From an optimization exercise on the open Yosys and OpenROAD flow, aimed at small area; shortcuts taken in it are not production practice.
The RTL was checked by simulation tests, not by an equivalence proof against the original design.

## north
==> module busmux, before the edit <==
module busmux #(
    parameter DATAW = 32
) (
    input  wire               i_clk,
    input  wire               i_rst,
    input  wire               i_stb,
    input  wire               i_we,
    input  wire [7:0]         i_addr,
    input  wire [(DATAW-1):0] i_data,
    output wire               o_ack,
    output wire [(DATAW-1):0] o_data,
    output wire               o_xor
);
    localparam NREG = 14;
    function automatic [(NREG-1):0] wsel(input [1:0] g, input [2:0] s);
        begin
            wsel[0]  = (g == 2'd0) && !s[0];
            wsel[1]  = (g == 2'd0) &&  s[0];
            wsel[2]  = (g == 2'd1) && (s[1:0] == 2'd0);
            wsel[3]  = (g == 2'd1) && (s[1:0] == 2'd1);
            wsel[4]  = (g == 2'd1) && (s[1:0] == 2'd2);
            wsel[5]  = (g == 2'd2) && (s[1:0] == 2'd0);
            wsel[6]  = (g == 2'd2) && (s[1:0] == 2'd1);
            wsel[7]  = (g == 2'd2) && (s[1:0] == 2'd2);
            wsel[8]  = (g == 2'd2) && (s[1:0] == 2'd3);
            wsel[9]  = (g == 2'd3) && (s == 3'd0);
            wsel[10] = (g == 2'd3) && (s == 3'd1);
            wsel[11] = (g == 2'd3) && (s == 3'd2);
            wsel[12] = (g == 2'd3) && (s == 3'd3);
            wsel[13] = (g == 2'd3) && (s == 3'd4);
        end
    endfunction
    function automatic [(NREG-1):0] rsel(input [2:0] g, input [2:0] s);
        reg g0, g1, g2, g3;
        begin
            g0 = (g == 3'd0);
            g1 = (g == 3'd1);
            g2 = (g == 3'd2);
            g3 = g[2] || (g[1:0] == 2'd3);
            rsel[0]  = g0 && !s[0];
            rsel[1]  = g0 &&  s[0];
            rsel[2]  = g1 && (s[1:0] == 2'd0);
            rsel[3]  = g1 && (s[1:0] == 2'd1);
            rsel[4]  = g1 &&  s[1];
            rsel[5]  = g2 && (s[1:0] == 2'd0);
            rsel[6]  = g2 && (s[1:0] == 2'd1);
            rsel[7]  = g2 && (s[1:0] == 2'd2);
            rsel[8]  = g2 && (s[1:0] == 2'd3);
            rsel[9]  = g3 && (s == 3'd0);
            rsel[10] = g3 && (s == 3'd1);
            rsel[11] = g3 && (s == 3'd2);
            rsel[12] = g3 && (s == 3'd3);
            rsel[13] = g3 && s[2];
        end
    endfunction
    reg               r_wreq;
    reg [1:0]         r_wgrp;
    reg               c_we;
    reg [1:0]         c_grp;
    reg [2:0]         c_slot;
    reg               c_rstn;    
    reg [(DATAW-1):0] c_data;    
    reg               ph;        
    reg [(NREG*DATAW-1):0] mem;
    reg [(NREG-1):0]       par;
    reg               r_stb;
    reg               r_ack;
    reg [(DATAW-1):0] r_data;
    assign o_ack  = r_ack;
    assign o_data = r_data;
    assign o_xor  = ^par;
    always @(posedge i_clk) begin
        r_wreq <= i_stb && i_we && !i_addr[6];
        r_wgrp <= i_addr[5:4];
        c_we   <= r_wreq;
        c_grp  <= r_wgrp;
        c_slot <= i_addr[2:0];
        c_rstn <= !i_rst;
        c_data <= i_data ^ {DATAW{ph_d}};
    end
    wire c_rst = !c_rstn;
    wire ph_n = !c_rst && !ph;
    wire ph_d = !ph_n;
    always @(posedge i_clk) begin
        ph <= ph_n;
    end
    wire [(NREG-1):0] a_en  = i_rst ? {NREG{1'b1}} : (r_wreq ? wsel(r_wgrp, i_addr[2:0]) : {NREG{1'b0}});
    wire              a_pn  = i_rst | (^i_data ^ ph_n);
    wire [(NREG-1):0] par_d;
    genvar i;
    generate
        for (i = 0; i < NREG; i = i + 1) begin : g_par
            bm_tog #(.W(1)) u_par (
                .i_en  (a_en[i]),
                .i_enb (!a_en[i]),
                .i_dn  (a_pn),
                .i_q   (par[i]),
                .o_d   (par_d[i])
            );
        end
    endgenerate
    always @(posedge i_clk) begin
        par <= par_d;
    end
    wire [(NREG-1):0]      c_en = c_rst ? {NREG{1'b1}} : (c_we ? wsel(c_grp, c_slot) : {NREG{1'b0}});
    wire [(DATAW-1):0]     c_wn = ~(c_data & {DATAW{c_rstn}});
    wire [(NREG*DATAW-1):0] mem_d;
    generate
        for (i = 0; i < NREG; i = i + 1) begin : g_mem
            bm_tog #(.W(DATAW)) u_mem (
                .i_en  (c_en[i]),
                .i_enb (!c_en[i]),
                .i_dn  (c_wn),
                .i_q   (mem[i*DATAW +: DATAW]),
                .o_d   (mem_d[i*DATAW +: DATAW])
            );
        end
    endgenerate
    always @(posedge i_clk) begin
        mem <= mem_d;
    end
    wire [(DATAW-1):0] rd;
    bm_rmux #(.W(DATAW), .N(NREG)) u_rmux (
        .i_sel  (rsel(i_addr[6:4], c_slot)),
        .i_d    (mem),
        .o_d    (rd)
    );
    always @(posedge i_clk) begin
        r_data <= rd ^ {DATAW{ph}};
    end
    always @(posedge i_clk) begin
        r_stb <= i_stb;
        if (!r_ack)
            r_ack <= r_stb;
        else
            r_ack <= 1'b0;
    end
endmodule
Settings: LEC_CHECK=0, CAP_MARGIN=20, CORE_MARGIN=2, CORE_UTILIZATION=40, CTS_CLUSTER_DIAMETER=150, CTS_CLUSTER_SIZE=30, SLEW_MARGIN=20, SYNTH_HIERARCHICAL=1; clock period 6.0 ns.
standard.sh (not shown) runs the stock make flow with config.mk's settings and CLKGATE_MAP_FILE= SYNTH_SCRIPT=/design/flow/synth_recipe.tcl, a recipe that flattens the netlist after the stock synthesis.
==> flow/flow/run.sh <==
#!/bin/bash
set -euo pipefail
export BUFFER_PORTS_ARGS="-buffer_cell sky130_fd_sc_hd__buf_1"
bash standard.sh finish > orfs_make.log 2>&1
In summary, north completed successfully, with a layout that passed the timing, design-rule and antenna checks.
diff inputs: north => south
diff --git a/flow/design.v b/flow/design.v
--- a/flow/design.v
+++ b/flow/design.v
@@ -82,21 +82,21 @@
     wire ph_n = !c_rst && !ph;
     wire ph_d = !ph_n;
     always @(posedge i_clk) begin
         ph <= ph_n;
     end
     wire [(NREG-1):0] a_en  = i_rst ? {NREG{1'b1}} : (r_wreq ? wsel(r_wgrp, i_addr[2:0]) : {NREG{1'b0}});
-    wire              a_pn  = i_rst | (^i_data ^ ph_n);
+    wire              a_par = ^i_data & !i_rst;
     wire [(NREG-1):0] par_d;
     genvar i;
     generate
         for (i = 0; i < NREG; i = i + 1) begin : g_par
-            bm_tog #(.W(1)) u_par (
+            bm_hold #(.W(1)) u_par (
                 .i_en  (a_en[i]),
                 .i_enb (!a_en[i]),
-                .i_dn  (a_pn),
+                .i_d   (a_par),
                 .i_q   (par[i]),
                 .o_d   (par_d[i])
             );
         end
     endgenerate
     always @(posedge i_clk) begin
@@ -132,12 +132,23 @@
         r_stb <= i_stb;
         if (!r_ack)
             r_ack <= r_stb;
         else
             r_ack <= 1'b0;
     end
+endmodule
+module bm_hold #(
+    parameter W = 32
+) (
+    input  wire           i_en,
+    input  wire           i_enb,
+    input  wire [(W-1):0] i_d,
+    input  wire [(W-1):0] i_q,
+    output wire [(W-1):0] o_d
+);
+    assign o_d = ({W{i_en}} & i_d) | ({W{i_enb}} & i_q);
 endmodule
 module bm_tog #(
     parameter W = 32
 ) (
     input  wire           i_en,
     input  wire           i_enb,
## What came out
south | status: complete | timing, DRC, antenna: pass. Re number of non-clock buffers in the layout: south is 2 up on north. Against north as the reference, south delivers a lower simple-gate share of the synthesized area. Final worst-path setup slack for south: 260 ps up relative to north. south ends up with a critical path data required time that is 80 ps higher than in north. Number of vias in the routed layout (south over north): decrease, 62. Re met2 demand-to-capacity share in global routing: north and south aren't equal, and the lower value belongs to north. Wire length for south is lower than for north. Wire length of the first global-routing pass (south vs. north) increases slightly.

-- static timing again, ports no longer ideal --
Ports are ideal in the flow. The routed layouts listed here were re-timed in OpenROAD.
Step 1 sets driving cells, clkbuf_16 on the clock port and buf_2 on the other inputs (assumed; they add their load-dependent delay and slew).
Step 2 moves the port delays by t, midway between the first and last clock arrival at a register: inputs arrive t later, outputs are due t later. That takes back most of the time a late clock gives input paths.
a / b / c = ideal ports / drivers / drivers and shift; a / b = the first two.
run | t, ns | setup WS [ns] | hold slack, ns | worst setup path after step 2
north | 0.612 | 2.485 / 2.485 / 2.215 | 0.407 / 0.407 / 0.407 | input to register
south | 0.608 | 2.742 / 2.767 / 2.159 | 0.419 / 0.419 / 0.419 | input to register
After both steps every run listed still meets setup and hold. For south, which loses most, drivers alone change the setup slack by +0.025 ns; drivers and shift together by -0.583 ns.
